Source: an optimization exercise on an open RTL-to-GDS flow (aim: small area). Production flows keep margins and buffers that such runs may drop. RTL that was checked went through simulation tests only; none was proved equivalent to the original. Only the layout flow was run in run 3; the RTL was not checked for function there. The clock port is modelled as an ideal driver; clocking choices that lean on that would not hold on a real chip. Power is estimated from default activity; no workload was simulated.

`config.mk`:
```
export PLATFORM = sky130hd
export DESIGN_NAME = top
export DESIGN_NICKNAME = top
export VERILOG_FILES = /design/flow/design.v
export SDC_FILE = /design/flow/constraint.sdc
export NUM_CORES = 4
export LEC_CHECK = 0
export CAP_MARGIN = 20
export CORE_MARGIN = 2
export CORE_UTILIZATION = 40
export SLEW_MARGIN = 20
```
`constraint.sdc`:
```
create_clock -name core_clock -period 10.0 [get_ports {clk}]
set_input_delay 2.0000 -clock core_clock [delete_from_list [all_inputs] [get_ports {clk}]]
set_output_delay 2.0000 -clock core_clock [all_outputs]
set_load 0.01 [all_outputs]
```
`design.v`:
```
module top(
    input  logic        clk,
    input  logic        SW,          
    input  logic [63:0] pattern,     
    output logic        _48b         
);
    logic reset;
    assign reset = ~SW;
    logic [63:0] ra, ry;             
    logic [5:0]  d;                  
    logic        tpar;               
    logic        pol;
    logic        fresh;
    logic        inpass;             
    logic [9:1]  L;                  
    logic        E;                  
    logic [7:0]  R0;                 
    assign pol = ~tpar;
    logic ld;
    assign ld = reset & fresh;
    logic a0, a1, a7, a8, a9, a15;
    assign a0  = ra[0]  ^ pol;
    assign a1  = ra[1]  ^ pol;
    assign a7  = ra[7]  ^ pol;
    assign a8  = ra[8]  ^ pol;
    assign a9  = ra[9]  ^ pol;
    assign a15 = ra[15] ^ pol;
    logic h_alive;                   
    logic t1, t7, t8, t9, t15;       
    assign h_alive = a0  & (ry[0]  | fresh);
    assign t1      = a1  & (ry[1]  | fresh);
    assign t7      = a7  & (ry[7]  | fresh);
    assign t8      = a8  & (ry[8]  | fresh);
    assign t9      = a9  & (ry[9]  | fresh);
    assign t15     = a15 & (ry[15] | fresh);
    logic c0, c7, r0, r7;
    assign c0 = (d[2:0] == 3'd0);
    assign c7 = (d[2:0] == 3'd7);
    assign r0 = (d[5:3] == 3'd0);
    assign r7 = (d[5:3] == 3'd7);
    logic cl1, cl2, cr1, cr2, cm;
    assign cl1 = c0 ? t7 : L[9];
    assign cl2 = r7 ? R0[0] : (c0 ? t15 : t7);
    assign cr1 = c7 ? E : t1;
    assign cr2 = r7 ? R0[6] : (c7 ? t1 : t9);
    assign cm  = r7 ? R0[7] : t8;
    logic u0, u1, b0, b1, s0, s1, z0, z1, one;
    assign {u1, u0} = L[1] + cl1 + cl2;
    assign {b1, b0} = L[7] + cr1 + cr2;
    assign {s1, s0} = L[8] + cm;
    assign {z1, z0} = u0 + b0 + s0;
    assign one = ((z1 ^ u1) & ~(b1 | s1)) | ((b1 ^ s1) & ~(z1 | u1));
    logic h_dead1, h_dead2, new_alive, new_a, new_y;
    assign h_dead1   = ~a0 & ry[0] & ~fresh;
    assign h_dead2   = a0 & ~ry[0] & ~fresh;
    assign new_alive = one & (z0 | h_alive);
    assign new_a     = new_alive | h_dead1;
    assign new_y     = new_alive | h_alive;
    always_ff @(posedge clk) begin
        for (int k = 0; k < 63; k++)
            ra[k] <= ~((ld | ra[k+1]) & (SW | pattern[k]));
        ra[63] <= ~((ld | (inpass ? new_a ^ pol : ra[0])) & (SW | pattern[63]));
        ry <= {inpass ? new_y : ry[0], ry[63:1]};
        L  <= {L[8:1], h_alive};
        if (c0) E <= L[8];
        R0 <= {R0[6:0], (inpass & r0) ? h_alive : R0[7]};
    end
    logic [3:0] ph;                  
    logic       sh, sd;
    logic [4:0] w;
    logic       idle, fpar;          
    logic [2:0] blk;
    logic       N, CB;
    logic we, wlast, slot_end, frame_end, idle_end, enter_gap;
    assign we        = (ph == 4'd1);
    assign sh        = (ph == 4'd2) | (ph == 4'd4) | (ph == 4'd9) | (ph == 4'd3) | (ph == 4'd6);
    assign sd        = (ph == 4'd13) | (ph == 4'd10) | (ph == 4'd5) | (ph == 4'd11) | (ph == 4'd7);
    assign idle      = ~&blk;
    assign wlast     = we & (w == 5'd31);
    assign slot_end  = wlast & ~idle;
    assign frame_end = slot_end & (d[4:0] == 5'd1) & (d[5] == fpar);
    assign idle_end  = wlast & idle & blk[2];
    assign enter_gap = (slot_end & ~frame_end) | idle_end;
    logic restart;
    assign restart = idle_end | reset;
    always_ff @(posedge clk) begin
        ph <= reset ? 4'd12 : enter_gap ? 4'd8 : {ph[2:0], ph[3] ^ ph[2]};
        w <= (reset | enter_gap) ? 5'd7 : w + {4'd0, we};
        blk <= restart ? 3'd7 : blk + {2'd0, wlast & (idle | frame_end)};
        fpar <= ~reset & (fpar ^ frame_end);
        d <= reset ? 6'd0 : d + {5'd0, ~slot_end};
        tpar <= ~(reset | tpar);
    end
    always_ff @(posedge clk) begin
        if (reset) begin
            inpass <= 1'b0; fresh <= 1'b1;
        end else if (d == 6'd63) begin
            inpass <= (blk == 3'd0) & (w[4:2] == 3'b001);
            if (inpass) fresh <= 1'b0;
        end
    end
    logic n_in;
    always_comb begin
        if (idle) n_in = h_alive;
        else case (w[4:3])
            2'd1: n_in = h_dead2;        
            2'd2: n_in = h_dead1;        
            2'd3: n_in = t1;             
            default: n_in = h_alive;     
        endcase
    end
    always_ff @(posedge clk) begin
        if (d == 6'd0) N <= n_in;
        if (we && w[2:0] == 3'd7) CB <= N;
    end
    assign _48b = ~idle & (sh | (sd & CB));
endmodule
```
`flow/run.sh`:
```
#!/bin/bash
# Standard layout, with the port buffers made of the smallest buffer cell,
# a clock tree of small buffers without dummy loads, and the clock buffers
# that drive slow edges upsized after clock tree synthesis.
set -euo pipefail
here=$(pwd)
export BUFFER_PORTS_ARGS="-buffer_cell sky130_fd_sc_hd__buf_1"
export CTS_ARGS="-sink_clustering_enable -repair_clock_nets -dont_use_dummy_load -buf_list sky130_fd_sc_hd__clkbuf_4 -sink_clustering_size 20 -sink_clustering_max_diameter 100"
export POST_CTS_TCL="$here/flow/post_cts.tcl"
bash standard.sh > standard.log 2>&1
```
`flow/post_cts.tcl`:
```
# After clock tree synthesis: trade the ample setup slack for smaller cells,
# then upsize the clock buffers whose flip-flop loads would see a slow edge.
estimate_parasitics -placement
repair_timing -recover_power 100 -setup_margin 1.0
set upsized 0
foreach inst [get_cells clkbuf*] {
  if { [get_property $inst ref_name] != "sky130_fd_sc_hd__clkbuf_4" } { continue }
  set net [get_nets -of_objects [get_pins [get_full_name $inst]/X]]
  set worst 0
  foreach p [get_pins -of_objects $net -filter "direction == input"] {
    foreach prop {slew_max_rise slew_max_fall} {
      set s [get_property $p $prop]
      if { $s > $worst } { set worst $s }
    }
  }
  if { $worst > 0.122 } {
    puts "post_cts: upsizing [get_full_name $inst] (worst load slew $worst ns)"
    replace_cell $inst sky130_fd_sc_hd__clkbuf_8
    incr upsized
  }
}
detailed_placement
check_placement -verbose
estimate_parasitics -placement
```
`standard.sh`:
```
#!/bin/bash
# synth_recipe.tcl (not shown) runs the flow's synth.tcl, then flattens the netlist and writes it again
# the make line also repeats each setting of config.mk as NAME=value (left out here)
make -C /OpenROAD-flow-scripts/flow DESIGN_CONFIG=/design/flow/config.mk WORK_HOME=/design/flow/orfs CLKGATE_MAP_FILE= SYNTH_SCRIPT=/design/flow/synth_recipe.tcl "${@:-finish}"
```
==> results of run 1 <==
==> worst min-delay path by stage <==
| stage | cells past startpoint | to | from |
|---|---|---|---|
| after global placement | 0 | ry[3]$_DFF_P_ | ry[4]$_DFF_P_ |
| after detailed placement | 0 | R0[5]$_DFF_P_ | R0[4]$_DFF_P_ |
| after global routing | 0 | ry[46]$_DFF_P_ | ry[47]$_DFF_P_ |
| after floorplan | 0 | L[3]$_DFF_P_ | L[2]$_DFF_P_ |
| final | 0 | R0[4]$_DFF_P_ | R0[3]$_DFF_P_ |
==> power by group through the flow <==
stage | logic (mW) | registers (mW) | clock network (mW)
final | 0.114 | 0.734 | 0.276
after floorplan | 0.0844 | 0.743 | 0
after detailed placement | 0.113 | 0.749 | 0
after global placement | 0.108 | 0.749 | 0
after global routing | 0.131 | 0.738 | 0.322
==> cells by family after synthesis <==
kind of cell	Yosys count	synth area share, %
AND/OR/NAND/NOR	68	7.636
buffers and inverters	31	2.427
XOR/XNOR	14	2.478
multiplexers	4	0.8597
adder cells (fa/ha/maj)	16	4.501
AO/OA/AOI/OAI	99	12.72
flip-flops	170	69.38
==> routing by layer <==
metal  GRT usage, %  part of all wire, %  vias up
met5              0                    0        -
met1          18.45                   50     1393
met4          6.506                  2.1        0
met3          5.377                  5.3       14
met2          19.65                   42       60
li1               -                    -     1563
==> final cells by class <==
class                   count  area share, %
flip-flops and latches    170          62.25
multi-input cells         201          25.29
repair buffers             69          5.104
well taps                 168          3.811
clock buffers              17          2.654
inverters                  13         0.8848
==> flip-flops by register name, summed over array words and instances, names as in the netlist <==
signal	cells
E	1
R0	8
tpar	1
fresh	1
ra	64
fpar	1
inpass	1
ph	4
blk	3
w	5
ry	64
N	1
L	9
CB	1
d	6
==> critical path, cell delays in order <==
cell and delay (ns):
clkbuf_2 0.08, clkbuf_4 0.43, nor2b_1 0.71, clkbuf_2 0.39
buf_12 0.24, o22ai_1 0.11, o31a_1 0.13
==> layout by cell type, fill, tap and decap left out, types with 3 or more instances in the layout <==
cell type	count
a21oi_1	6
and2_0	4
and2_1	4
buf_1	65
clkbuf_4	15
clkbuf_8	3
dfxtp_1	167
edfxtp_1	3
fa_1	3
ha_1	13
inv_1	13
nand2_1	9
nand2b_1	6
nand3_1	13
nor2_1	12
nor2b_1	3
nor3_1	4
o211ai_1	6
o21ai_0	11
o22ai_1	64
xnor2_1	12
==> per-stage QoR <==
stage / hold slack, ns / instances
floorplan: 0.3096 / 402
global placement: 0.3106 / 620
detailed placement: 0.3121 / 620
global route: 0.3065 / 638
finish: 0.3129 / 638
==> impl_metrics.yaml, run 1 <==
layout:
  finish.net_count: 554
  n_antenna_cell: 0
  design_area_um2: 5515
  fin_util_pct: 45.73
  multi_input_area_um2: 1395
  regArea_um2: 3433
  area_delta_synth_final_pct: 11.45
  nFillCells: 1132
  drive_gt1_share_pct: 6.170
power_and_ir_drop:
  fin_total_pwr_mw: 1.123
  switching_share_pct: 23.06
  power.density_nw_per_um2: 203.7
  vdd_drop_max_v: 0.00009551
  comb_power_share_pct: 10.1
  power.internal_mw: 0.8643
  pwr-share-seq_pct: 65.3
  p_leak_nw: 2.077
  clkPwrFrac_pct: 24.5
  p_sw_mw: 0.2590
setup_path:
  endpoint: "ra[63]$_DFF_P_"
  path_max_fanout: 71
  start_kind: "input pin"
  cp-startpoint: "SW"
  r2r-start: "d[1]$_SDFF_PN0_"
  required_ns: 10.32
  r2r_end: "ra[63]$_DFF_P_"
  cp.arrival_ns: 4.15
  critical_path_class: "input pin to flip-flop"
  cp-end-kind: "flip-flop"
  r2r_cells: 13
  reg2reg_slack_ns: 6.50
placed_design:
  detailed_place_hpwl_um: 5691
  dpl_cell_area_um2: 5359
  routabilityCongestion: 0.7680
  place_worst_setup_slack_ns: 6.300
  port_buffers: 66
run_status:
  status: "finished clean"
yosys:
  syn-mean-instance-area_um2: 12.31
  synth_fp_nets: 484
  yosys-top-cells-count: "dfxtp_1, o22ai_1, ha_1, inv_1, nand3_1"
  ys_async_sr_fraction_pct: 0
  synth_cells: 402
  synth_cell_type_count: 46
  synth_enable_flop_cells: 3
  yosysWarnings: 1
  yosysSeqAreaShare_pct: 69.38
  yosysMostFrequentCell: "dfxtp_1"
  synth-seq-cells: 170
  synthTopCellsByArea: "dfxtp_1, o22ai_1, ha_1"
  synth_ff_type: "dfxtp_1"
  yosys.area.top_type_share_pct: 67.56
  netlist_area_um2: 4948
  synth.largest_area_cell: "dfxtp_1"
sta:
  setup_ws_ns: 6.174
  finalMaxSlewViolations: 0
  period_share_pct: 38.26
  skew_ns: 0.02803
  hold_viol_final: 0
  worstMarginPinSlew_ns: 0.7527
  relSlewSlack_pct: 49.82
  fin_crit_ns: 3.826
  rsz0062_at_grt: "false"
  fmax_mhz: 261.4
  setup_viol: 0
  fin_tns_setup_ns: 0
global_routing:
  overflow: 0
  grt_usage_pct: 13.80
  grt_pass1_vias: 3002
  grt_pass1_wl_um: 14060
  antenna_found_initial: 0
  grt_start_max_net_pins: 72
routing:
  wire_per_inst_um: 13.15
  vias_per_cell: 4.749
  post-route-drc-count: 0
  drt_iter0_drc: 114
  routed-via-count: 3030
  drtPass1Iterations: 4
  wirelength_um: 8390
  ant_nets: 0
die:
  die_area_um2: 13280
  start_util_pct: 41.03
  dieHeight_um: 115.2
  coreArea_um2: 12060
  pin_count: 67
  fp-row-count: 40
  die_width_um: 115.2
cts:
  clock_sink_count: 170
  clk_latency_ns: 0.42
  cts.clk_slew.worst_paths_ns: 0.11
  cts_tree: "built"
worst_hold_path:
  hold_path_class: "flip-flop to flip-flop"
flow_run:
  maxCapViolations: 0
==> run 2, diff against run 1 <==
==> flow/run.sh (replaced) <==
#!/bin/bash
# Standard layout, with the port buffers made of the smallest buffer cell,
# a clock tree of small buffers without dummy loads, and the clock buffers
# that drive slow edges upsized after clock tree synthesis.
set -euo pipefail
here=$(pwd)
export BUFFER_PORTS_ARGS="-buffer_cell sky130_fd_sc_hd__buf_1"
export CTS_ARGS="-sink_clustering_enable -repair_clock_nets -dont_use_dummy_load -buf_list sky130_fd_sc_hd__clkbuf_8 -sink_clustering_size 25 -sink_clustering_max_diameter 100"
export POST_CTS_TCL="$here/flow/post_cts.tcl"
bash standard.sh > standard.log 2>&1
==> run 2 against run 1 <==
Flip-flop and latch count stayed put. Clock skew is 0.0061 ns lower. Utilization is 0.73 points higher. Still clean. Via count is 0.26% lower. Critical path depth stayed put. Final cell count stayed put. Clock power is 24% higher.
==> impl_metrics.yaml, run 2 <==
global_routing:
  grt_pass1_vias: 3004
  antenna_found_initial: 0
  overflow: 0
  grt_pass1_wl_um: 14030
  grt_usage_pct: 13.78
  grt_start_max_net_pins: 72
yosys:
  netlist_area_um2: 4948
  yosys-top-cells-count: "dfxtp_1, o22ai_1, ha_1, inv_1, nand3_1"
  syn-mean-instance-area_um2: 12.31
  synth_ff_type: "dfxtp_1"
  synth-seq-cells: 170
  synth_cell_type_count: 46
  synth_cells: 402
  synthTopCellsByArea: "dfxtp_1, o22ai_1, ha_1"
  yosysSeqAreaShare_pct: 69.38
  synth.largest_area_cell: "dfxtp_1"
  yosysWarnings: 1
  synth_enable_flop_cells: 3
  yosysMostFrequentCell: "dfxtp_1"
  ys_async_sr_fraction_pct: 0
  yosys.area.top_type_share_pct: 67.56
  synth_fp_nets: 484
setup_path:
  required_ns: 10.33
  cpMostUsedCell: "clkbuf_2"
  path_max_fanout: 71
  start_kind: "input pin"
  cpPeakStageDelay_ns: 0.71
  cp-end-kind: "flip-flop"
  path_buf_inv: 4
  cp.arrival_ns: 4.15
  critical_path_class: "input pin to flip-flop"
  cp_slowest_cell: "nor2b_1"
  critPathTopFamily: "buffers and inverters"
  crit_chain: "clkbuf_2 -> clkbuf_4 -> nor2b_1 -> clkbuf_2 -> buf_12 -> o22ai_1 -> o31a_1"
routing:
  wirelength_um: 8436
  post-route-drc-count: 0
  drt_iter0_drc: 104
  drtPass1Iterations: 4
  ant_nets: 0
  routed-via-count: 3022
  vias_per_cell: 4.737
  wire_per_inst_um: 13.22
layout:
  top_regs: "ra (64), ry (64), L (9)"
  finish.net_count: 554
  layout_common_cells: "dfxtp_1, buf_1, o22ai_1"
  area_delta_synth_final_pct: 13.22
  final_common_cell: "dfxtp_1"
  nFillCells: 1113
  drive_gt1_share_pct: 6.170
  n_antenna_cell: 0
run_status:
  status: "finished clean"
die:
  pin_count: 67
  die_area_um2: 13280
  die_width_um: 115.2
  dieHeight_um: 115.2
  fp-row-count: 40
  start_util_pct: 41.03
  coreArea_um2: 12060
cts:
  clock_sink_count: 170
  cts.clk_slew.worst_paths_ns: 0.09
  clk_latency_ns: 0.44
  cts_tree: "built"
placed_design:
  detailed_place_hpwl_um: 5691
  routabilityCongestion: 0.7680
  port_buffers: 66
sta:
  finalMaxSlewViolations: 0
  setup_viol: 0
  fmax_mhz: 261.8
  relSlewSlack_pct: 49.61
  skew_ns: 0.02195
  fin_crit_ns: 3.820
  hold_viol_final: 0
  period_share_pct: 38.20
  worstMarginPinSlew_ns: 0.7558
  rsz0062_at_grt: "false"
  fin_tns_setup_ns: 0
power_and_ir_drop:
  vdd_drop_max_v: 0.0001145
  p_leak_nw: 2.114
  power.density_nw_per_um2: 212.6
  fin_total_pwr_mw: 1.191
worst_hold_path:
  hold_path_class: "flip-flop to flip-flop"
flow_run:
  maxCapViolations: 0
## run 2: report_power, final
part | total, mW | leakage, nW | internal, mW | switching (mW)
clock | 0.343 | 0.122 | 0.150 | 0.193
combinational | 0.114 | 0.587 | 0.0551 | 0.0587
sequential | 0.734 | 1.40 | 0.718 | 0.0168
total | 1.19 | 2.11 | 0.923 | 0.268
## run 2: worst paths after layout
kind	start	to	depth (start not counted)	slack [ns]
worst max-delay path	SW	ra[63]$_DFF_P_	7	6.18
worst min-delay path	ry[31]$_DFF_P_	ry[30]$_DFF_P_	0	0.30
worst max register to register	tpar$_DFF_P_	ra[63]$_DFF_P_	13	6.50
worst min register to register	ry[31]$_DFF_P_	ry[30]$_DFF_P_	0	0.30
## run 2: cell type report
cell class                      instances  area (um^2)  area share [%]
Timing Repair Buffer                   69        281.5           5.025
Tap cell                              168        210.2           3.752
Sequential cell                       170         3433           61.28
Inverter                               13        48.80          0.8709
Clock buffer                           17        234.0           4.176
Multi-Input combinational cell        201         1395           24.90
## run 2: kinds of logic (layout without fill, tap and decap cells)
kind of cell | Yosys count | after routing | share of synthesized area (%)
DFF | 170 | 170 | 69.38
muxes | 4 | 4 | 0.8597
buffers and inverters | 31 | 99 | 2.427
adders and majority gates | 16 | 16 | 4.501
AOI/OAI and AO/OA | 99 | 99 | 12.72
and+or+nand+nor | 68 | 68 | 7.636
xor gates and xnor gates | 14 | 14 | 2.478
## run 2: worst reg2reg max path, cell delays in order (launching register included)
cell and delay, ns:
dfxtp_1 0.69, xnor2_1 0.17, o21ai_0 0.16, o211ai_1 0.21, o21ai_0 0.14, fa_1 0.52
inv_1 0.05, fa_1 0.41, inv_1 0.06, ha_1 0.23, a22o_1 0.27, o211ai_1 0.16
nand3_1 0.10, o31a_1 0.23
## run 2: metal layers
layer / up-vias / track usage [%] / part of all wire, %
met5: - / 0 / 0
met4: 0 / 6.506 / 2.0
met3: 12 / 5.377 / 5.8
met2: 70 / 19.65 / 43
met1: 1385 / 18.38 / 50
li1: 1555 / - / -
## run 2: through the flow
step / instances / utilization, % / cell area, um^2 / hold WS [ns] / worst slack, ns
2_1_floorplan: 402 / - / 4949 / 0.3096 / 6.829
3_3_place_gp: 620 / 44.43 / 5359 / 0.3106 / 6.345
5_1_grt: 638 / 46.45 / 5603 / 0.3137 / 5.982
6_report: 638 / 46.45 / 5603 / 0.3033 / 6.180
3_5_place_dp: 620 / 44.43 / 5359 / 0.3121 / 6.300
==> run 3, diff against run 2 <==
--- a/design.v
+++ b/design.v
@@ -65,16 +65,15 @@
         if (c0) E <= L[8];
         R0 <= {R0[6:0], (inpass & r0) ? h_alive : R0[7]};
     end
-    logic [3:0] ph;                  
+    logic [2:0] m;
     logic       sh, sd;
     logic [4:0] w;
     logic       idle, fpar;          
     logic [2:0] blk;
     logic       N, CB;
-    logic we, wlast, slot_end, frame_end, idle_end, enter_gap;
-    assign we        = (ph == 4'd1);
-    assign sh        = (ph == 4'd2) | (ph == 4'd4) | (ph == 4'd9) | (ph == 4'd3) | (ph == 4'd6);
-    assign sd        = (ph == 4'd13) | (ph == 4'd10) | (ph == 4'd5) | (ph == 4'd11) | (ph == 4'd7);
+    logic mend, we, wlast, slot_end, frame_end, idle_end, enter_gap;
+    assign mend      = m[2] & ~m[1];
+    assign we        = mend & ~sh & ~sd;
     assign idle      = ~&blk;
     assign wlast     = we & (w == 5'd31);
     assign slot_end  = wlast & ~idle;
@@ -84,7 +83,13 @@
     logic restart;
     assign restart = idle_end | reset;
     always_ff @(posedge clk) begin
-        ph <= reset ? 4'd12 : enter_gap ? 4'd8 : {ph[2:0], ph[3] ^ ph[2]};
+        m <= reset ? 3'b011 : enter_gap ? 3'b110 : {m[1], m[0], ~(m[2] | m[1])};
+        if (reset) begin
+            sh <= 1'b0; sd <= 1'b0;
+        end else if (mend) begin
+            sh <= ~sh & ~sd & ~enter_gap;
+            sd <= sh;
+        end
         w <= (reset | enter_gap) ? 5'd7 : w + {4'd0, we};
         blk <= restart ? 3'd7 : blk + {2'd0, wlast & (idle | frame_end)};
         fpar <= ~reset & (fpar ^ frame_end);
==> flow/run.sh (replaced) <==
#!/bin/bash
# Standard layout, with the port buffers made of the smallest buffer cell,
# a clock tree of small buffers without dummy loads, and the clock buffers
# that drive slow edges upsized after clock tree synthesis.
set -euo pipefail
here=$(pwd)
export BUFFER_PORTS_ARGS="-buffer_cell sky130_fd_sc_hd__buf_1"
export CTS_ARGS="-sink_clustering_enable -repair_clock_nets -dont_use_dummy_load -buf_list sky130_fd_sc_hd__clkbuf_4"
export POST_CTS_TCL="$here/flow/post_cts.tcl"
bash standard.sh > standard.log 2>&1
==> run 3 against run 2 <==
Sequential power is essentially flat. Flip-flop and latch count grew 1. Final cell count shrank 4.2%. Fmax shrank 2.5%. Hold slack gained 0.0092 ns.
==> impl_metrics.yaml, run 3 <==
sta:
  finalMaxSlewViolations: 0
  setup_viol: 0
  fmax_mhz: 255.3
  skew_ns: 0.02653
  period_share_pct: 39.18
  worstMarginPinSlew_ns: 0.7662
  hold_viol_final: 0
  fin_crit_ns: 3.918
  relSlewSlack_pct: 48.92
  rsz0062_at_grt: "false"
  fin_tns_setup_ns: 0
  setup_ws_ns: 6.082
yosys:
  netlist_area_um2: 4868
  synth_fp_nets: 474
  synth_enable_flop_cells: 3
  synth_cell_type_count: 41
  yosysWarnings: 1
  ys_async_sr_fraction_pct: 0
  yosysSeqAreaShare_pct: 70.93
  yosysMostFrequentCell: "dfxtp_1"
  synth-seq-cells: 171
  synth.largest_area_cell: "dfxtp_1"
  yosys-top-cells-count: "dfxtp_1, o22ai_1, nor2_1"
  syn-mean-instance-area_um2: 12.29
  synth_ff_type: "dfxtp_1"
  synth_cells: 396
  yosys.area.top_type_share_pct: 69.08
  synthTopCellsByArea: "dfxtp_1, o22ai_1, ha_1"
routing:
  drt_iter0_drc: 114
  ant_nets: 0
  wirelength_um: 8502
  wire_per_inst_um: 13.91
  routed-via-count: 3016
  vias_per_cell: 4.936
  post-route-drc-count: 0
  drtPass1Iterations: 6
die:
  dieHeight_um: 114.3
  coreArea_um2: 11960
  pin_count: 67
  die_width_um: 114.3
  start_util_pct: 40.70
  die_area_um2: 13070
  fp-row-count: 40
global_routing:
  antenna_found_initial: 0
  grtUsageMet3_pct: 6.511
  grt_usage_pct: 14.43
  grt_use_met2_pct: 20.52
  grt_start_max_net_pins: 75
  grt_pass1_wl_um: 14270
  use_met1_pct: 18.40
  grt_pass1_vias: 2925
  busiest_layer: "met2"
  overflow: 0
cts:
  cts.clk_slew.worst_paths_ns: 0.10
  clk_latency_ns: 0.42
  cts_tree: "built"
  clock_sink_count: 171
layout:
  n_antenna_cell: 0
  drive_gt1_share_pct: 7.328
  final_common_cell: "dfxtp_1"
  nFillCells: 1101
  top_regs: "ra (64), ry (64), L (9)"
  final-instance-count-excl-fill: 611
  finish.net_count: 544
  layout_common_cells: "dfxtp_1, buf_1, o22ai_1"
  design_area_um2: 5424
  multi_input_area_um2: 1296
  regArea_um2: 3453
  area_delta_synth_final_pct: 11.41
  fin_util_pct: 45.35
setup_path:
  required_ns: 10.27
  cp_slowest_cell: "nor2_2"
  crit_chain: "clkbuf_2 -> clkbuf_4 -> nor2_2 -> clkbuf_2 -> buf_16 -> o22ai_1"
  cp.arrival_ns: 4.18
  crit_cells: 6
  path_max_fanout: 74
  cpPeakStageDelay_ns: 0.73
  critPathTopFamily: "buffers and inverters"
  path_buf_inv: 4
  cpMostUsedCell: "clkbuf_2"
  cp-end-kind: "flip-flop"
  endpoint: "ra[2]$_DFF_P_"
  critical_path_class: "input pin to flip-flop"
  cp-startpoint: "SW"
  r2r_end: "ra[63]$_DFF_P_"
  r2r_cells: 13
  start_kind: "input pin"
  reg2reg_slack_ns: 6.31
  r2r-start: "d[2]$_SDFF_PN0_"
placed_design:
  place_inst: 593
  routabilityCongestion: 0.7824
  place_worst_setup_slack_ns: 6.110
  port_buffers: 66
  detailed_place_hpwl_um: 5726
  dpl_cell_area_um2: 5255
power_and_ir_drop:
  power.density_nw_per_um2: 206.3
  vdd_drop_max_v: 0.0001163
  p_leak_nw: 2.062
worst_hold_path:
  hold_path_class: "flip-flop to flip-flop"
flow_run:
  maxCapViolations: 0
run_status:
  status: "finished clean"
run 3: cell types whose count changed after synthesis, moves of 3 or more:
| cell | delta |
|---|---|
| and2_1 | -4 |
| nor2_1 | +6 |
| xnor2_1 | -4 |
| nand2b_1 | -3 |
| a31o_2 | +3 |
| xor2_1 | +3 |
| or2_2 | +3 |
| ha_1 | -4 |
run 3: power by group:
group,internal (mW),total (mW),switching [mW]
Clock,0.0964,0.281,0.185
Sequential,0.721,0.737,0.0164
Combinational,0.0487,0.100,0.0518
Total,0.866,1.12,0.253
run 3: area by class of cell:
class | instances | share of cell area [%]
flip-flops and latches | 171 | 63.67
multi-input cells | 194 | 23.90
repair buffers | 69 | 5.329
well taps | 147 | 3.391
clock buffers | 17 | 2.814
inverters | 13 | 0.8997
run 3: metal layers:
layer / part of all wire [%] / vias up
li1: - / 1532
met1: 48 / 1393
met2: 43 / 74
met3: 6.7 / 17
met4: 2.1 / 0
met5: 0 / -
run 3: cells by family (layout without fill, tap and decap cells):
family                   count (synthesis)  after routing  synth area share, %
AND/OR/NAND/NOR                         68             68                7.479
buffers and inverters                   31             99                2.416
multiplexers                             3              3               0.6425
adder cells (fa/ha/maj)                 12             12                3.547
AO/OA/AOI/OAI                           98             98                12.64
flip-flops                             171            171                70.93
XOR/XNOR                                13             13                2.339
run 3: per-stage QoR:
stage | hold WS, ns | power, mW
after floorplan | 0.3096 | 0.8206
after global placement | 0.3109 | 0.8485
after detailed placement | 0.3121 | 0.8520
after global routing | 0.3215 | 1.178
final | 0.3125 | 1.119
run 3: worst min path at each step:
stage	startpoint	endpoint	depth (start not counted)
5_1_grt	ry[2]$_DFF_P_	ry[1]$_DFF_P_	0
2_1_floorplan	L[2]$_DFF_P_	L[3]$_DFF_P_	0
6_report	ry[2]$_DFF_P_	ry[1]$_DFF_P_	0
3_3_place_gp	ry[61]$_DFF_P_	ry[60]$_DFF_P_	0
3_5_place_dp	ry[38]$_DFF_P_	ry[37]$_DFF_P_	0
==> run 4, diff against run 3 <==
--- a/design.v
+++ b/design.v
@@ -63,22 +63,23 @@
         ry <= {inpass ? new_y : ry[0], ry[63:1]};
         L  <= {L[8:1], h_alive};
         if (c0) E <= L[8];
-        R0 <= {R0[6:0], (inpass & r0) ? h_alive : R0[7]};
+        R0 <= {R0[6:0], r0 ? h_alive : R0[7]};
     end
     logic [2:0] m;
     logic       sh, sd;
     logic [4:0] w;
-    logic       idle, fpar;          
+    logic       idle;                
     logic [2:0] blk;
     logic       N, CB;
-    logic mend, we, wlast, slot_end, frame_end, idle_end, enter_gap;
+    logic mend, we, wlast, slot_end, half_end, frame_end, idle_end, enter_gap;
     assign mend      = m[2] & ~m[1];
     assign we        = mend & ~sh & ~sd;
-    assign idle      = ~&blk;
+    assign idle      = ~(blk[2] & blk[1]);
     assign wlast     = we & (w == 5'd31);
     assign slot_end  = wlast & ~idle;
-    assign frame_end = slot_end & (d[4:0] == 5'd1) & (d[5] == fpar);
-    assign idle_end  = wlast & idle & blk[2];
+    assign half_end  = wlast & (d[4:0] == 5'd1);
+    assign frame_end = slot_end & half_end & blk[0];
+    assign idle_end  = wlast & blk[2] & ~blk[1];
     assign enter_gap = (slot_end & ~frame_end) | idle_end;
     logic restart;
     assign restart = idle_end | reset;
@@ -91,8 +92,7 @@
             sd <= sh;
         end
         w <= (reset | enter_gap) ? 5'd7 : w + {4'd0, we};
-        blk <= restart ? 3'd7 : blk + {2'd0, wlast & (idle | frame_end)};
-        fpar <= ~reset & (fpar ^ frame_end);
+        blk <= restart ? 3'd6 : blk + {2'd0, (wlast & idle) | half_end};
         d <= reset ? 6'd0 : d + {5'd0, ~slot_end};
         tpar <= ~(reset | tpar);
     end
--- a/flow/post_cts.tcl
+++ b/flow/post_cts.tcl
@@ -1,6 +1,7 @@
 # After clock tree synthesis: trade the ample setup slack for smaller cells,
 # then upsize the clock buffers whose flip-flop loads would see a slow edge.
 estimate_parasitics -placement
+repair_design -buffer_gain 4.0
 repair_timing -recover_power 100 -setup_margin 1.0
 set upsized 0
 foreach inst [get_cells clkbuf*] {
==> run 4 against run 3 <==
The run now fails in clock tree synthesis. Area after synthesis shrank 0.28%. Synthesized cell count shrank 0.76%.
==> impl_metrics.yaml, run 4 <==
die:
  die_width_um: 114.2
  dieHeight_um: 114.2
  start_util_pct: 40.76
  pin_count: 67
  fp-row-count: 40
placed_design:
  place_worst_setup_slack_ns: 6.178
  place_inst: 589
  port_buffers: 66
  detailed_place_hpwl_um: 5824
  routabilityCongestion: 0.8037
yosys:
  synth_cell_type_count: 43
  synth.largest_area_cell: "dfxtp_1"
  synth_enable_flop_cells: 3
  syn-mean-instance-area_um2: 12.35
  netlist_area_um2: 4855
  synth-seq-cells: 170
  synth_fp_nets: 471
  yosysWarnings: 1
  yosys-top-cells-count: "dfxtp_1, o22ai_1, o21ai_0"
  synthTopCellsByArea: "dfxtp_1, o22ai_1, ha_1"
  synth_ff_type: "dfxtp_1"
  yosysMostFrequentCell: "dfxtp_1"
  ys_async_sr_fraction_pct: 0
  synth_cells: 393
  yosys.area.top_type_share_pct: 68.87
  yosysSeqAreaShare_pct: 70.72
run_status:
  lastStage: "clock tree synthesis"
  status: "did not finish"
  firstError: "[ERROR EST-0104] inconsistent parasitics state"
cts:
  clock_sink_count: 170
-- run 4: how the worst max path moves through the flow --
stage / from / slack (ns) / cells after the start / endpoint
3_5_place_dp: SW / 6.18 / 6 / ra[63]$_DFF_P_
2_1_floorplan: tpar$_DFF_P_ / 6.69 / 14 / ra[63]$_DFF_P_
3_3_place_gp: SW / 6.27 / 6 / ra[63]$_DFF_P_
-- run 4: cells by family after synthesis --
| logic type | count (synthesis) | share of synthesized area [%] |
|---|---|---|
| AO/OA/AOI/OAI | 103 | 13.58 |
| adder cells (fa/ha/maj) | 12 | 3.557 |
| multiplexers | 4 | 0.8505 |
| AND/OR/NAND/NOR | 59 | 6.546 |
| flip-flops | 170 | 70.72 |
| XOR/XNOR | 12 | 2.165 |
| buffers and inverters | 33 | 2.577 |
-- run 4: power by group through the flow --
stage	combinational, mW	clock (mW)	sequential (mW)
2_1_floorplan	0.0751	0	0.748
3_3_place_gp	0.0992	0	0.755
3_5_place_dp	0.102	0	0.755
-- run 4: metrics by stage --
step	util [%]	instance area [um^2]
after floorplan	-	4855
after global placement	43.97	5238
after detailed placement	43.97	5238
==> run 5, diff against run 4 <==
--- a/flow/post_cts.tcl
+++ b/flow/post_cts.tcl
@@ -1,7 +1,6 @@
 # After clock tree synthesis: trade the ample setup slack for smaller cells,
 # then upsize the clock buffers whose flip-flop loads would see a slow edge.
 estimate_parasitics -placement
-repair_design -buffer_gain 4.0
 repair_timing -recover_power 100 -setup_margin 1.0
 set upsized 0
 foreach inst [get_cells clkbuf*] {
==> run 5 against run 4 <==
Area after synthesis unchanged. Now clean on timing, DRC and antenna. Synthesized cell count unchanged.
==> impl_metrics.yaml, run 5 <==
yosys:
  synth_ff_type: "dfxtp_1"
  netlist_area_um2: 4855
  synth_cells: 393
  yosys.area.top_type_share_pct: 68.87
  syn-mean-instance-area_um2: 12.35
  synth_enable_flop_cells: 3
  yosysWarnings: 1
  yosys-top-cells-count: "dfxtp_1, o22ai_1, o21ai_0"
  synth.largest_area_cell: "dfxtp_1"
  ys_async_sr_fraction_pct: 0
  yosysMostFrequentCell: "dfxtp_1"
  synthTopCellsByArea: "dfxtp_1, o22ai_1, ha_1"
  synth-seq-cells: 170
  yosysSeqAreaShare_pct: 70.72
  synth_fp_nets: 471
  synth_cell_type_count: 43
placed_design:
  dpl_cell_area_um2: 5238
  routabilityCongestion: 0.8037
  detailed_place_hpwl_um: 5824
  port_buffers: 66
worst_hold_path:
  holdPathStages: 0
  hold_start: "ry[61]$_DFF_P_"
  min_to: "ry[60]$_DFF_P_"
  hold_path_class: "flip-flop to flip-flop"
cts:
  cts.clk_slew.worst_paths_ns: 0.11
  cts_tree: "built"
  clock_sink_count: 170
  clk_latency_ns: 0.41
setup_path:
  path_max_fanout: 13
  critical_path_class: "flip-flop to flip-flop"
  cp.arrival_ns: 4.00
  r2r-start: "tpar$_DFF_P_"
  r2r_cells: 13
  required_ns: 10.27
  reg2reg_slack_ns: 6.27
  r2r_end: "ra[63]$_DFF_P_"
  cp-end-kind: "flip-flop"
  start_kind: "flip-flop"
sta:
  finalMaxSlewViolations: 0
  worstMarginPinSlew_ns: 0.7177
  fmax_mhz: 267.9
  skew_ns: 0.03289
  rsz0062_at_grt: "false"
  setup_viol: 0
  fin_tns_setup_ns: 0
  hold_viol_final: 0
  fin_crit_ns: 3.733
  period_share_pct: 37.33
  relSlewSlack_pct: 51.93
routing:
  post-route-drc-count: 0
  drtPass1Iterations: 4
  vias_per_cell: 4.949
  ant_nets: 0
  routed-via-count: 3009
  wirelength_um: 8483
  wire_per_inst_um: 13.95
  drt_iter0_drc: 97
layout:
  area_delta_synth_final_pct: 11.73
  finish.net_count: 541
  top_regs: "ra (64), ry (64), L (9)"
  design_area_um2: 5424
  layout_common_cells: "dfxtp_1, buf_1, o22ai_1"
  drive_gt1_share_pct: 6.291
  final_common_cell: "dfxtp_1"
  n_antenna_cell: 0
global_routing:
  antenna_found_initial: 0
  grt_pass1_vias: 2979
  grt_usage_pct: 14.18
  grt_start_max_net_pins: 85
  overflow: 0
  grt_pass1_wl_um: 14280
power_and_ir_drop:
  power.internal_mw: 0.8650
  p_sw_mw: 0.2577
  comb_power_share_pct: 9.1
  clkPwrFrac_pct: 25.0
  fin_total_pwr_mw: 1.123
  pwr-share-seq_pct: 65.9
  p_leak_nw: 2.090
  switching_share_pct: 22.95
  vdd_drop_max_v: 0.0001023
  power.density_nw_per_um2: 207.0
die:
  start_util_pct: 40.76
  pin_count: 67
  fp-row-count: 40
  die_width_um: 114.2
  coreArea_um2: 11910
  die_area_um2: 13030
  dieHeight_um: 114.2
run_status:
  status: "finished clean"
flow_run:
  maxCapViolations: 0
-- run 5: cell counts after synthesis --
Identical to the previous run, type by type.
-- run 5: layout make-up --
type | count | area, um^2
fill | 1124 | 6487
sequential | 170 | 3433
multi-input combinational | 190 | 1292
timing repair buffer | 70 | 309.0
tap | 147 | 183.9
clock buffer | 17 | 152.6
inverter | 14 | 52.55
-- run 5: cells by family after synthesis --
logic type      after synthesis  share of synthesized area [%]
compound gates              103                          13.58
flops                       170                          70.72
buf+inv                      33                          2.577
mux                           4                         0.8505
simple gates                 59                          6.546
xor+xnor                     12                          2.165
fa+ha+maj                    12                          3.557
-- run 5: power by group through the flow --
| stage | Combinational, mW | Sequential (mW) | Clock (mW) |
|---|---|---|---|
| 6_report | 0.103 | 0.740 | 0.280 |
| 3_3_place_gp | 0.0992 | 0.755 | 0 |
| 2_1_floorplan | 0.0751 | 0.748 | 0 |
| 5_1_grt | 0.117 | 0.745 | 0.319 |
| 3_5_place_dp | 0.102 | 0.755 | 0 |
-- run 5: worst max path at each step --
stage                       startpoint             end  slack (ns)
after floorplan           tpar$_DFF_P_  ra[63]$_DFF_P_        6.69
after global placement              SW  ra[63]$_DFF_P_        6.27
after detailed placement            SW  ra[63]$_DFF_P_        6.18
after global routing      tpar$_DFF_P_  ra[63]$_DFF_P_        5.97
final                     tpar$_DFF_P_  ra[63]$_DFF_P_        6.27
-- run 5: per-stage QoR --
step	utilization [%]	hold WS, ns	worst slack, ns	instances
2_1_floorplan	-	0.3096	6.691	393
3_3_place_gp	43.97	0.3106	6.266	589
3_5_place_dp	43.97	0.3121	6.178	589
5_1_grt	45.54	0.3202	5.966	608
6_report	45.54	0.3146	6.267	608
-- run 5: layer usage --
metal  share of wire (%)  GRT usage (%)  vias up  routed length [um]
met5                   0              0        -                   0
met4                 1.3          5.610        0                 108
met3                 6.0          5.347        7                 513
met2                  45          21.47       77                3799
met1                  48          18.41     1394                4062
li1                    -              -     1531                   -
-- run 5: worst max-delay path, stage by stage, from the launching register on --
cell and delay, ns:
dfxtp_1 0.65, xnor2_1 0.19, o21ai_0 0.17, o211ai_1 0.21, o21ai_0 0.15, fa_1 0.53, inv_1 0.05, fa_1 0.35
inv_1 0.07, ha_1 0.22, a22oi_1 0.42, a2111oi_0 0.18, a311oi_1 0.29, a31oi_1 0.11
==> run 6, diff against run 5 <==
--- a/design.v
+++ b/design.v
@@ -77,7 +77,7 @@
     assign idle      = ~(blk[2] & blk[1]);
     assign wlast     = we & (w == 5'd31);
     assign slot_end  = wlast & ~idle;
-    assign half_end  = wlast & (d[4:0] == 5'd1);
+    assign half_end  = wlast & (d[4:0] == 5'd0);
     assign frame_end = slot_end & half_end & blk[0];
     assign idle_end  = wlast & blk[2] & ~blk[1];
     assign enter_gap = (slot_end & ~frame_end) | idle_end;
@@ -93,7 +93,7 @@
         end
         w <= (reset | enter_gap) ? 5'd7 : w + {4'd0, we};
         blk <= restart ? 3'd6 : blk + {2'd0, (wlast & idle) | half_end};
-        d <= reset ? 6'd0 : d + {5'd0, ~slot_end};
+        d <= reset ? 6'd63 : d + {5'd0, ~enter_gap};
         tpar <= ~(reset | tpar);
     end
     always_ff @(posedge clk) begin
@@ -106,8 +106,7 @@
     end
     logic n_in;
     always_comb begin
-        if (idle) n_in = h_alive;
-        else case (w[4:3])
+        case (w[4:3])
             2'd1: n_in = h_dead2;        
             2'd2: n_in = h_dead1;        
             2'd3: n_in = t1;             
@@ -115,7 +114,7 @@
         endcase
     end
     always_ff @(posedge clk) begin
-        if (d == 6'd0) N <= n_in;
+        if (d == 6'd63) N <= n_in;
         if (we && w[2:0] == 3'd7) CB <= N;
     end
     assign _48b = ~idle & (sh | (sd & CB));
==> run 6 against run 5 <==
Die area grew 0.18%. Hold slack worse by 0.00084 ns. Register-to-register slack improved by 0.08 ns. Sequential share of layout area rose by 0.63 points. Synthesized cell count fell by 1.0%. Total power rose by 4.1%. Utilization shrank 0.64 points. First-iteration DRC count rose by 6.2%. Via count fell by 1.4%. Highest routed layer unchanged.
==> impl_metrics.yaml, run 6 <==
yosys:
  yosysSeqAreaShare_pct: 70.59
  syn-mean-instance-area_um2: 12.50
  yosys.area.top_type_share_pct: 68.74
  synth-seq-cells: 170
  synth_enable_flop_cells: 3
  synth_fp_nets: 467
  synthTopCellsByArea: "dfxtp_1, o22ai_1, ha_1"
  yosys-top-cells-count: "dfxtp_1, o22ai_1, nor2_1"
  synth_cells: 389
  synth_ff_type: "dfxtp_1"
  synth.largest_area_cell: "dfxtp_1"
  ys_async_sr_fraction_pct: 0
  yosysMostFrequentCell: "dfxtp_1"
  netlist_area_um2: 4863
  synth_cell_type_count: 50
  yosysWarnings: 1
sta:
  period_share_pct: 37.05
  setup_ws_ns: 6.295
  fin_tns_setup_ns: 0
  skew_ns: 0.02874
  worstMarginPinSlew_ns: 0.8667
  hold_viol_final: 0
  setup_viol: 0
  fin_crit_ns: 3.705
  relSlewSlack_pct: 41.77
  rsz0062_at_grt: "false"
  finalMaxSlewViolations: 0
  fmax_mhz: 269.9
global_routing:
  overflow: 0
  grt_use_met2_pct: 21.39
  antenna_found_initial: 0
  grt_pass1_vias: 3047
  grt_usage_pct: 14.68
  busiest_layer: "met2"
  grt_pass1_wl_um: 14440
  use_met1_pct: 18.52
  grt_start_max_net_pins: 83
  grtUsageMet3_pct: 6.564
setup_path:
  critPathTopFamily: "buffers and inverters"
  start_kind: "input pin"
  cp-startpoint: "SW"
  r2r_cells: 10
  cp_slowest_cell: "clkbuf_2"
  reg2reg_slack_ns: 6.35
  crit_chain: "clkbuf_2 -> clkbuf_4 -> buf_12 -> nor2b_2 -> buf_6 -> clkbuf_2 -> o22ai_1"
  r2r-start: "d[1]$_SDFF_PN1_"
  cpMostUsedCell: "clkbuf_2"
  path_buf_inv: 5
  crit_cells: 7
  endpoint: "ra[7]$_DFF_P_"
  cp-end-kind: "flip-flop"
  cp.arrival_ns: 3.97
  required_ns: 10.26
  critical_path_class: "input pin to flip-flop"
  r2r_end: "ra[63]$_DFF_P_"
  cpPeakStageDelay_ns: 0.66
  path_max_fanout: 43
layout:
  area_delta_synth_final_pct: 10.42
  finish.net_count: 538
  fin_util_pct: 44.90
  nFillCells: 1116
  n_antenna_cell: 0
  layout_common_cells: "dfxtp_1, o22ai_1, buf_1"
  drive_gt1_share_pct: 6.114
  top_regs: "ra (64), ry (64), L (9)"
  final_common_cell: "dfxtp_1"
  design_area_um2: 5370
  final-instance-count-excl-fill: 605
placed_design:
  place_inst: 586
  port_buffers: 66
  detailed_place_hpwl_um: 5671
  routabilityCongestion: 0.7896
  dpl_cell_area_um2: 5239
  place_worst_setup_slack_ns: 6.253
routing:
  routed-via-count: 2966
  drtPass1Iterations: 4
  wire_per_inst_um: 14.03
  wirelength_um: 8486
  vias_per_cell: 4.902
  post-route-drc-count: 0
  ant_nets: 0
  drt_iter0_drc: 103
cts:
  cts_tree: "built"
  cts.clk_slew.worst_paths_ns: 0.11
  clk_latency_ns: 0.42
  clock_sink_count: 170
power_and_ir_drop:
  vdd_drop_max_v: 0.0001176
  power.density_nw_per_um2: 217.7
  p_leak_nw: 2.047
flow_run:
  maxCapViolations: 0
worst_hold_path:
  hold_start: "ry[35]$_DFF_P_"
  hold_path_class: "flip-flop to flip-flop"
die:
  coreArea_um2: 11960
  fp-row-count: 40
  start_util_pct: 40.66
  die_area_um2: 13060
  dieHeight_um: 114.3
  die_width_um: 114.3
  pin_count: 67
run_status:
  status: "finished clean"
[run 6: cell types whose count changed after synthesis, moves of 3 or more]
| cell | previous run | this run |
|---|---|---|
| buf_2 | 1 | 10 |
| and2_1 | 6 | 1 |
| o21ai_0 | 15 | 7 |
| inv_1 | 14 | 10 |
| nor3_1 | 4 | 1 |
| xor2_1 | 3 | 7 |
| nand2_1 | 8 | 11 |
| a21oi_1 | 3 | 6 |
| o211ai_1 | 6 | 3 |
| or2_1 | 0 | 4 |
| buf_1 | 6 | 2 |
| nor2_1 | 12 | 20 |
| xnor2_1 | 9 | 6 |
| clkbuf_1 | 12 | 6 |
[run 6: worst min path at each step]
| stage | end | cells past startpoint |
|---|---|---|
| after floorplan | L[3]$_DFF_P_ | 0 |
| after global placement | R0[2]$_DFF_P_ | 0 |
| after detailed placement | ry[41]$_DFF_P_ | 0 |
| after global routing | ry[34]$_DFF_P_ | 0 |
| final | ry[34]$_DFF_P_ | 0 |
[run 6: metal layers]
metal | wire length (um) | share of wire, %
met1 | 4178 | 49
met2 | 3606 | 42
met3 | 488 | 5.8
met4 | 213 | 2.5
met5 | 0 | 0
[run 6: power by group]
group	internal (mW)	switching [mW]
registers	0.725	0.0220
logic	0.0674	0.0828
clock network	0.0879	0.184
[run 6: cells by family (layout without fill, tap and decap cells)]
logic type,Yosys count,in the layout,share of synthesized area [%]
simple gates,66,66,7.667
xor+xnor,13,13,2.341
compound gates,97,97,12.79
mux,3,3,0.6432
flops,170,170,70.59
fa+ha+maj,12,12,3.550
buf+inv,28,97,2.418
[run 6: layout make-up]
cell class	count	area, um^2	area share [%]
clock buffers	17	140.1	2.609
flip-flops and latches	170	3433	63.93
well taps	147	183.9	3.425
repair buffers	70	292.8	5.452
inverters	10	37.54	0.6990
multi-input cells	191	1282	23.88
[run 6: per-stage QoR]
step	hold slack [ns]	power [mW]
after floorplan	0.3096	0.8700
after global placement	0.3100	0.9064
after detailed placement	0.3121	0.9127
after global routing	0.3109	1.237
final	0.3138	1.169
==> run 7, diff against run 6 <==
--- a/flow/run.sh
+++ b/flow/run.sh
@@ -5,6 +5,6 @@
 set -euo pipefail
 here=$(pwd)
 export BUFFER_PORTS_ARGS="-buffer_cell sky130_fd_sc_hd__buf_1"
-export CTS_ARGS="-sink_clustering_enable -repair_clock_nets -dont_use_dummy_load -buf_list sky130_fd_sc_hd__clkbuf_4"
+export CTS_ARGS="-repair_clock_nets -dont_use_dummy_load -buf_list sky130_fd_sc_hd__clkbuf_4 -sink_clustering_size 30"
 export POST_CTS_TCL="$here/flow/post_cts.tcl"
 bash standard.sh > standard.log 2>&1
==> run 7 against run 6 <==
Fmax did not move. First-iteration DRC count did not move. Register-to-register slack about the same. Still clean on timing, DRC and antenna. Final cell count did not move. Synthesized cell count stayed put. Hold slack stayed put. Utilization did not move.
==> impl_metrics.yaml, run 7 <==
die:
  die_area_um2: 13060
  coreArea_um2: 11960
  die_width_um: 114.3
  dieHeight_um: 114.3
  start_util_pct: 40.66
  fp-row-count: 40
  pin_count: 67
worst_hold_path:
  hold_path_class: "flip-flop to flip-flop"
global_routing:
  busiest_layer: "met2"
  grt_pass1_vias: 3047
  grt_start_max_net_pins: 83
  use_met1_pct: 18.52
  overflow: 0
  antenna_found_initial: 0
  grt_pass1_wl_um: 14440
  grtUsageMet3_pct: 6.564
  grt_usage_pct: 14.68
  grt_use_met2_pct: 21.39
sta:
  skew_ns: 0.02874
  setup_viol: 0
  relSlewSlack_pct: 41.77
  fmax_mhz: 269.9
  worstMarginPinSlew_ns: 0.8667
  finalMaxSlewViolations: 0
  period_share_pct: 37.05
  fin_tns_setup_ns: 0
  fin_crit_ns: 3.705
  rsz0062_at_grt: "false"
  hold_viol_final: 0
layout:
  layout_common_cells: "dfxtp_1, o22ai_1, buf_1"
  area_delta_synth_final_pct: 10.42
  top_regs: "ra (64), ry (64), L (9)"
  finish.net_count: 538
  nFillCells: 1116
  final_common_cell: "dfxtp_1"
  n_antenna_cell: 0
  design_area_um2: 5370
  drive_gt1_share_pct: 6.114
yosys:
  synth_enable_flop_cells: 3
  yosysMostFrequentCell: "dfxtp_1"
  yosys-top-cells-count: "dfxtp_1, o22ai_1, nor2_1"
  yosysSeqAreaShare_pct: 70.59
  synth_cells: 389
  netlist_area_um2: 4863
  synth_ff_type: "dfxtp_1"
  synth_cell_type_count: 50
  syn-mean-instance-area_um2: 12.50
  synth-seq-cells: 170
  synth.largest_area_cell: "dfxtp_1"
  yosys.area.top_type_share_pct: 68.74
  synth_fp_nets: 467
  synthTopCellsByArea: "dfxtp_1, o22ai_1, ha_1"
  yosysWarnings: 1
  ys_async_sr_fraction_pct: 0
power_and_ir_drop:
  switching_share_pct: 24.73
  power.density_nw_per_um2: 217.7
  power.internal_mw: 0.8799
  p_sw_mw: 0.2891
  pwr-share-seq_pct: 63.9
  vdd_drop_max_v: 0.0001176
  clkPwrFrac_pct: 23.3
  comb_power_share_pct: 12.8
  p_leak_nw: 2.047
routing:
  wirelength_um: 8486
  vias_per_cell: 4.902
  wire_per_inst_um: 14.03
  drt_iter0_drc: 103
  routed-via-count: 2966
  ant_nets: 0
  drtPass1Iterations: 4
  post-route-drc-count: 0
placed_design:
  port_buffers: 66
  dpl_cell_area_um2: 5239
  detailed_place_hpwl_um: 5671
  routabilityCongestion: 0.7896
cts:
  cts.clk_slew.worst_paths_ns: 0.11
  clock_sink_count: 170
  clk_latency_ns: 0.42
  cts_tree: "built"
setup_path:
  start_kind: "input pin"
  critical_path_class: "input pin to flip-flop"
  required_ns: 10.26
  path_max_fanout: 43
  cp-end-kind: "flip-flop"
  cp.arrival_ns: 3.97
run_status:
  status: "finished clean"
flow_run:
  maxCapViolations: 0
==> run 7: cell counts after synthesis <==
Identical to the previous run, type by type.
==> run 7: critical path: stages <==
cell,delay (ns)
clkbuf_2,0.08
clkbuf_4,0.31
buf_12,0.26
nor2b_2,0.20
buf_6,0.20
clkbuf_2,0.66
o22ai_1,0.20
==> run 7: layout make-up <==
class	count	area, um^2	share of cell area [%]
sequential	170	3433	63.93
tap	147	183.9	3.425
clock buffer	17	140.1	2.609
timing repair buffer	70	292.8	5.452
multi-input combinational	191	1282	23.88
inverter	10	37.54	0.6990
==> run 7: power groups by stage <==
| stage | Sequential, mW | Clock, mW | Combinational [mW] |
|---|---|---|---|
| final | 0.747 | 0.272 | 0.150 |
| after global routing | 0.752 | 0.312 | 0.173 |
| after detailed placement | 0.763 | 0 | 0.150 |
| after global placement | 0.763 | 0 | 0.143 |
| after floorplan | 0.755 | 0 | 0.115 |
==> run 7: stage by stage <==
step / worst slack [ns] / utilization (%) / std cells / power (mW) / hold slack [ns]
after floorplan: 6.790 / - / 389 / 0.8700 / 0.3096
after global placement: 6.318 / 43.80 / 586 / 0.9064 / 0.3100
after detailed placement: 6.253 / 43.80 / 586 / 0.9127 / 0.3121
after global routing: 6.030 / 44.90 / 605 / 1.237 / 0.3109
final: 6.295 / 44.90 / 605 / 1.169 / 0.3138
==> run 7: cell families (layout without fill, tap and decap cells) <==
kind of cell	after synthesis	in the layout	synth area share, %
XOR/XNOR	13	13	2.341
multiplexers	3	3	0.6432
flip-flops	170	170	70.59
adder cells (fa/ha/maj)	12	12	3.550
AO/OA/AOI/OAI	97	97	12.79
buffers and inverters	28	97	2.418
AND/OR/NAND/NOR	66	66	7.667
==> run 7: final timing paths <==
kind              startpoint             end  slack, ns  cells after the start
min reg2reg   ry[35]$_DFF_P_  ry[34]$_DFF_P_       0.31                      0
max reg2reg  d[1]$_SDFF_PN1_  ra[63]$_DFF_P_       6.35                     10
max                       SW   ra[7]$_DFF_P_       6.30                      7
min           ry[35]$_DFF_P_  ry[34]$_DFF_P_       0.31                      0
==> run 7: routing by layer <==
metal / share of wire [%] / routed length [um] / vias up
met5: 0 / 0 / -
met4: 2.5 / 213 / 0
met3: 5.8 / 488 / 15
met2: 42 / 3606 / 85
met1: 49 / 4178 / 1351
li1: - / - / 1515
==> run 8, diff against run 7 <==
--- a/flow/run.sh
+++ b/flow/run.sh
@@ -5,6 +5,6 @@
 set -euo pipefail
 here=$(pwd)
 export BUFFER_PORTS_ARGS="-buffer_cell sky130_fd_sc_hd__buf_1"
-export CTS_ARGS="-repair_clock_nets -dont_use_dummy_load -buf_list sky130_fd_sc_hd__clkbuf_4 -sink_clustering_size 30"
+export CTS_ARGS="-sink_clustering_enable -repair_clock_nets -dont_use_dummy_load -buf_list sky130_fd_sc_hd__clkbuf_4 -sink_clustering_levels 1 -sink_clustering_size 24 -sink_clustering_max_diameter 60"
 export POST_CTS_TCL="$here/flow/post_cts.tcl"
 bash standard.sh > standard.log 2>&1
==> run 8 against run 7 <==
Total power unchanged. First-iteration DRC count is the same. Final cell count unchanged. Combinational power about the same. Count of clock-buffer cells in the layout unchanged. Critical endpoint unchanged. Largest cell class unchanged. Largest power group unchanged.
==> impl_metrics.yaml, run 8 <==
run_status:
  status: "finished clean"
worst_hold_path:
  hold_path_class: "flip-flop to flip-flop"
layout:
  top_regs: "ra (64), ry (64), L (9)"
  n_antenna_cell: 0
  design_area_um2: 5370
  final_common_cell: "dfxtp_1"
  finish.net_count: 538
  area_delta_synth_final_pct: 10.42
  final-instance-count-excl-fill: 605
  layout_common_cells: "dfxtp_1, o22ai_1, buf_1"
  drive_gt1_share_pct: 6.114
  regArea_um2: 3433
  nFillCells: 1116
  multi_input_area_um2: 1282
yosys:
  yosysSeqAreaShare_pct: 70.59
  synth_cells: 389
  synthTopCellsByArea: "dfxtp_1, o22ai_1, ha_1"
  synth_cell_type_count: 50
  netlist_area_um2: 4863
  yosysMostFrequentCell: "dfxtp_1"
  synth_ff_type: "dfxtp_1"
  yosys.area.top_type_share_pct: 68.74
  ys_async_sr_fraction_pct: 0
  synth.largest_area_cell: "dfxtp_1"
  synth-seq-cells: 170
  yosys-top-cells-count: "dfxtp_1, o22ai_1, nor2_1"
  synth_enable_flop_cells: 3
  syn-mean-instance-area_um2: 12.50
  yosysWarnings: 1
  synth_fp_nets: 467
global_routing:
  grt_pass1_vias: 3047
  grt_start_max_net_pins: 83
  antenna_found_initial: 0
  overflow: 0
  grt_usage_pct: 14.68
  grt_pass1_wl_um: 14440
setup_path:
  path_max_fanout: 43
  reg2reg_slack_ns: 6.35
  cp.arrival_ns: 3.97
  critical_path_class: "input pin to flip-flop"
  cpPeakStageDelay_ns: 0.66
  cp-end-kind: "flip-flop"
  cpMostUsedCell: "clkbuf_2"
  cp_slowest_cell: "clkbuf_2"
  required_ns: 10.26
  crit_chain: "clkbuf_2 -> clkbuf_4 -> buf_12 -> nor2b_2 -> buf_6 -> clkbuf_2 -> o22ai_1"
  start_kind: "input pin"
sta:
  hold_viol_final: 0
  period_share_pct: 37.05
  worstMarginPinSlew_ns: 0.8667
  setup_viol: 0
  skew_ns: 0.02874
  whs_ns: 0.3138
  relSlewSlack_pct: 41.77
  finalMaxSlewViolations: 0
  fin_tns_setup_ns: 0
  rsz0062_at_grt: "false"
  fmax_mhz: 269.9
  fin_crit_ns: 3.705
die:
  coreArea_um2: 11960
  pin_count: 67
  die_area_um2: 13060
  die_width_um: 114.3
  dieHeight_um: 114.3
  start_util_pct: 40.66
  fp-row-count: 40
cts:
  cts_tree: "built"
  clock_sink_count: 170
  clk_latency_ns: 0.42
  cts.clk_slew.worst_paths_ns: 0.11
routing:
  wirelength_um: 8486
  routed-via-count: 2966
  drt_iter0_drc: 103
  post-route-drc-count: 0
  drtPass1Iterations: 4
  wire_per_inst_um: 14.03
  vias_per_cell: 4.902
  ant_nets: 0
power_and_ir_drop:
  p_sw_mw: 0.2891
  vdd_drop_max_v: 0.0001176
  pwr-share-seq_pct: 63.9
  p_leak_nw: 2.047
  power.internal_mw: 0.8799
  power.density_nw_per_um2: 217.7
  clkPwrFrac_pct: 23.3
  switching_share_pct: 24.73
  fin_total_pwr_mw: 1.169
  comb_power_share_pct: 12.8
placed_design:
  detailed_place_hpwl_um: 5671
  place_inst: 586
  routabilityCongestion: 0.7896
  port_buffers: 66
  dpl_cell_area_um2: 5239
flow_run:
  maxCapViolations: 0
## run 8: cell counts after synthesis
No cell type changed its count.
## run 8: critical path, delay by kind of cell
| kind | cells | cell delay (ns) |
|---|---|---|
| simple gates | 1 | 0.20 |
| compound gates | 1 | 0.20 |
| buf+inv | 5 | 1.51 |
## run 8: kinds of logic (layout without fill, tap and decap cells)
| group | after synthesis | in the layout | share of synthesized area (%) |
|---|---|---|---|
| multiplexers | 3 | 3 | 0.6432 |
| adder cells (fa/ha/maj) | 12 | 12 | 3.550 |
| XOR/XNOR | 13 | 13 | 2.341 |
| AND/OR/NAND/NOR | 66 | 66 | 7.667 |
| flip-flops | 170 | 170 | 70.59 |
| buffers and inverters | 28 | 97 | 2.418 |
| AO/OA/AOI/OAI | 97 | 97 | 12.79 |
## run 8: worst paths after layout
path                    from             end  cells past startpoint
max                       SW   ra[7]$_DFF_P_                      7
min           ry[35]$_DFF_P_  ry[34]$_DFF_P_                      0
max reg2reg  d[1]$_SDFF_PN1_  ra[63]$_DFF_P_                     10
min reg2reg   ry[35]$_DFF_P_  ry[34]$_DFF_P_                      0
## run 8: metal layers
metal  global-route usage [%]  part of all wire [%]  vias up
met2                    21.39                    42       85
met1                    18.52                    49     1351
li1                         -                     -     1515
met4                    7.236                   2.5        0
met3                    6.564                   5.8       15
met5                        0                     0        -
## run 8: per-stage QoR
stage | setup slack (ns) | utilization [%]
floorplan | 6.790 | -
global placement | 6.318 | 43.80
detailed placement | 6.253 | 43.80
global route | 6.030 | 44.90
finish | 6.295 | 44.90
## run 8: area by class of cell
type | instances | share of cell area [%]
flip-flops and latches | 170 | 63.93
multi-input cells | 191 | 23.88
repair buffers | 70 | 5.452
well taps | 147 | 3.425
clock buffers | 17 | 2.609
inverters | 10 | 0.6990
## run 8: power by group through the flow
stage / logic, mW / clock network, mW / registers [mW]
2_1_floorplan: 0.115 / 0 / 0.755
3_5_place_dp: 0.150 / 0 / 0.763
5_1_grt: 0.173 / 0.312 / 0.752
3_3_place_gp: 0.143 / 0 / 0.763
6_report: 0.150 / 0.272 / 0.747
==> run 9, diff against run 8 <==
--- a/design.v
+++ b/design.v
@@ -77,7 +77,7 @@
     assign idle      = ~(blk[2] & blk[1]);
     assign wlast     = we & (w == 5'd31);
     assign slot_end  = wlast & ~idle;
-    assign half_end  = wlast & (d[4:0] == 5'd0);
+    assign half_end  = wlast & (d[4:0] == 5'd1);
     assign frame_end = slot_end & half_end & blk[0];
     assign idle_end  = wlast & blk[2] & ~blk[1];
     assign enter_gap = (slot_end & ~frame_end) | idle_end;
@@ -93,7 +93,7 @@
         end
         w <= (reset | enter_gap) ? 5'd7 : w + {4'd0, we};
         blk <= restart ? 3'd6 : blk + {2'd0, (wlast & idle) | half_end};
-        d <= reset ? 6'd63 : d + {5'd0, ~enter_gap};
+        d <= reset ? 6'd0 : d + {5'd0, ~slot_end};
         tpar <= ~(reset | tpar);
     end
     always_ff @(posedge clk) begin
@@ -106,7 +106,8 @@
     end
     logic n_in;
     always_comb begin
-        case (w[4:3])
+        if (idle) n_in = h_alive;
+        else case (w[4:3])
             2'd1: n_in = h_dead2;        
             2'd2: n_in = h_dead1;        
             2'd3: n_in = t1;             
@@ -114,7 +115,7 @@
         endcase
     end
     always_ff @(posedge clk) begin
-        if (d == 6'd63) N <= n_in;
+        if (d == 6'd0) N <= n_in;
         if (we && w[2:0] == 3'd7) CB <= N;
     end
     assign _48b = ~idle & (sh | (sd & CB));
==> flow/run.sh (replaced) <==
#!/bin/bash
# Standard synthesis, then the standard layout with: port buffers made of the
# smallest buffer cell, no very large buffers for repairs, a clock tree of
# small buffers without dummy loads, and, after clock tree synthesis, spare
# setup slack traded for smaller cells and the clock buffers that drive slow
# edges upsized (flow/post_cts.tcl).
set -euo pipefail
here=$(pwd)
bash standard.sh synth > synth.log 2>&1
export DONT_USE_CELLS="sky130_fd_sc_hd__buf_8 sky130_fd_sc_hd__buf_12 sky130_fd_sc_hd__buf_16 sky130_fd_sc_hd__bufinv_8 sky130_fd_sc_hd__bufinv_16"
export BUFFER_PORTS_ARGS="-buffer_cell sky130_fd_sc_hd__buf_1"
export CTS_ARGS="-sink_clustering_enable -repair_clock_nets -dont_use_dummy_load -buf_list sky130_fd_sc_hd__clkbuf_4"
export POST_CTS_TCL="$here/flow/post_cts.tcl"
bash standard.sh > standard.log 2>&1
==> run 9 against run 8 <==
Critical path type is now flip-flop to flip-flop. Clock skew is 0.0041 ns higher. Sequential power is 0.9% lower. Largest power group unchanged. First-iteration DRC count is 5.8% lower. Still clean.
==> impl_metrics.yaml, run 9 <==
layout:
  design_area_um2: 5424
  finish.net_count: 541
  n_antenna_cell: 0
  layout_common_cells: "dfxtp_1, buf_1, o22ai_1"
  area_delta_synth_final_pct: 11.73
  drive_gt1_share_pct: 6.291
  nFillCells: 1124
  final-instance-count-excl-fill: 608
  fin_util_pct: 45.54
flow_run:
  maxCapViolations: 0
setup_path:
  r2r_cells: 13
  critPathTopFamily: "compound AO/OA/AOI/OAI gates"
  path_buf_inv: 2
  r2r-start: "tpar$_DFF_P_"
  required_ns: 10.27
  cp-startpoint: "tpar$_DFF_P_"
  start_kind: "flip-flop"
  crit_cells: 13
  crit_chain: "xnor2_1 -> o21ai_0 -> o211ai_1 -> o21ai_0 -> fa_1 -> inv_1 -> fa_1 -> inv_1 -> ha_1 -> a22oi_1 -> a2111oi_0 -> a311oi_1 -> a31oi_1"
yosys:
  synth_enable_flop_cells: 3
  yosys.area_share.simple_pct: 6.546
  synth_ff_type: "dfxtp_1"
  synthMuxAreaShare_pct: 0.8505
  yosysMostFrequentCell: "dfxtp_1"
  yosysWarnings: 1
  syn-mean-instance-area_um2: 12.35
  synth_compound_area_share_pct: 13.58
  netlist_area_um2: 4855
  synth_cells: 393
  synthXorXnorAreaFrac_pct: 2.165
  synth_fp_nets: 471
  synth_top_family_by_area: "compound AO/OA/AOI/OAI gates"
global_routing:
  grt_pass1_vias: 2979
  grt_usage_pct: 14.18
  antenna_found_initial: 0
  overflow: 0
routing:
  vias_per_cell: 4.949
  post-route-drc-count: 0
  ant_nets: 0
  routed-via-count: 3009
  drtPass1Iterations: 4
  drt_iter0_drc: 97
  wirelength_um: 8483
placed_design:
  place_worst_setup_slack_ns: 6.178
  detailed_place_hpwl_um: 5824
  dpl_cell_area_um2: 5238
power_and_ir_drop:
  clkPwrFrac_pct: 25.0
  p_sw_mw: 0.2577
  p_leak_nw: 2.090
  power.density_nw_per_um2: 207.0
  fin_total_pwr_mw: 1.123
  vdd_drop_max_v: 0.0001023
  power.internal_mw: 0.8650
  comb_power_share_pct: 9.1
die:
  coreArea_um2: 11910
  die_width_um: 114.2
  dieHeight_um: 114.2
run_status:
  status: "finished clean"
sta:
  fin_crit_ns: 3.733
  rsz0062_at_grt: "false"
  hold_viol_final: 0
  finalMaxSlewViolations: 0
  setup_viol: 0
  setup_ws_ns: 6.267
  fin_tns_setup_ns: 0
  period_share_pct: 37.33
cts:
  clock_sink_count: 170
  clk_latency_ns: 0.41
  cts.clk_slew.worst_paths_ns: 0.11
worst_hold_path:
  holdPathStages: 0
  hold_start: "ry[61]$_DFF_P_"
==> run 9: power by group through the flow <==
stage	clock, mW	combinational, mW	sequential [mW]
after floorplan	0	0.0751	0.748
after global placement	0	0.0992	0.755
after detailed placement	0	0.102	0.755
after global routing	0.319	0.117	0.745
final	0.280	0.103	0.740
==> run 9: logic make-up (layout without fill, tap and decap cells) <==
logic type	count (synthesis)	after routing
AND/OR/NAND/NOR	59	59
flip-flops	170	170
buffers and inverters	33	101
adder cells (fa/ha/maj)	12	12
XOR/XNOR	12	12
multiplexers	4	4
AO/OA/AOI/OAI	103	103
==> run 9: layout make-up <==
| type | count | area [um^2] | share of cell area (%) |
|---|---|---|---|
| Sequential cell | 170 | 3433 | 63.30 |
| Multi-Input combinational cell | 190 | 1292 | 23.83 |
| Timing Repair Buffer | 70 | 309.0 | 5.698 |
| Tap cell | 147 | 183.9 | 3.391 |
| Clock buffer | 17 | 152.6 | 2.814 |
| Inverter | 14 | 52.55 | 0.9689 |
==> run 9: worst paths after layout <==
kind	endpoint	slack (ns)
max reg2reg	ra[63]$_DFF_P_	6.27
min	ry[60]$_DFF_P_	0.31
min reg2reg	ry[60]$_DFF_P_	0.31
max	ra[63]$_DFF_P_	6.27
==> run 9: routing by layer <==
metal | share of wire, % | track usage [%] | vias to the layer above | wire, um
met4 | 1.3 | 5.610 | 0 | 108
li1 | - | - | 1531 | -
met2 | 45 | 21.47 | 77 | 3799
met5 | 0 | 0 | - | 0
met1 | 48 | 18.41 | 1394 | 4062
met3 | 6.0 | 5.347 | 7 | 513
==> run 9: worst reg2reg max path: stages (launching register included) <==
cell and delay [ns]:
dfxtp_1 0.65, xnor2_1 0.19, o21ai_0 0.17, o211ai_1 0.21
o21ai_0 0.15, fa_1 0.53, inv_1 0.05, fa_1 0.35
inv_1 0.07, ha_1 0.22, a22oi_1 0.42, a2111oi_0 0.18
a311oi_1 0.29, a31oi_1 0.11

Setup slack of run 9, layout unchanged: 6.267 ns with ideal ports, 6.267 ns with driving cells assumed (clock clkbuf_16, inputs buf_2), 5.991 ns with port delays also shifted by the 0.431 ns mid clock arrival.
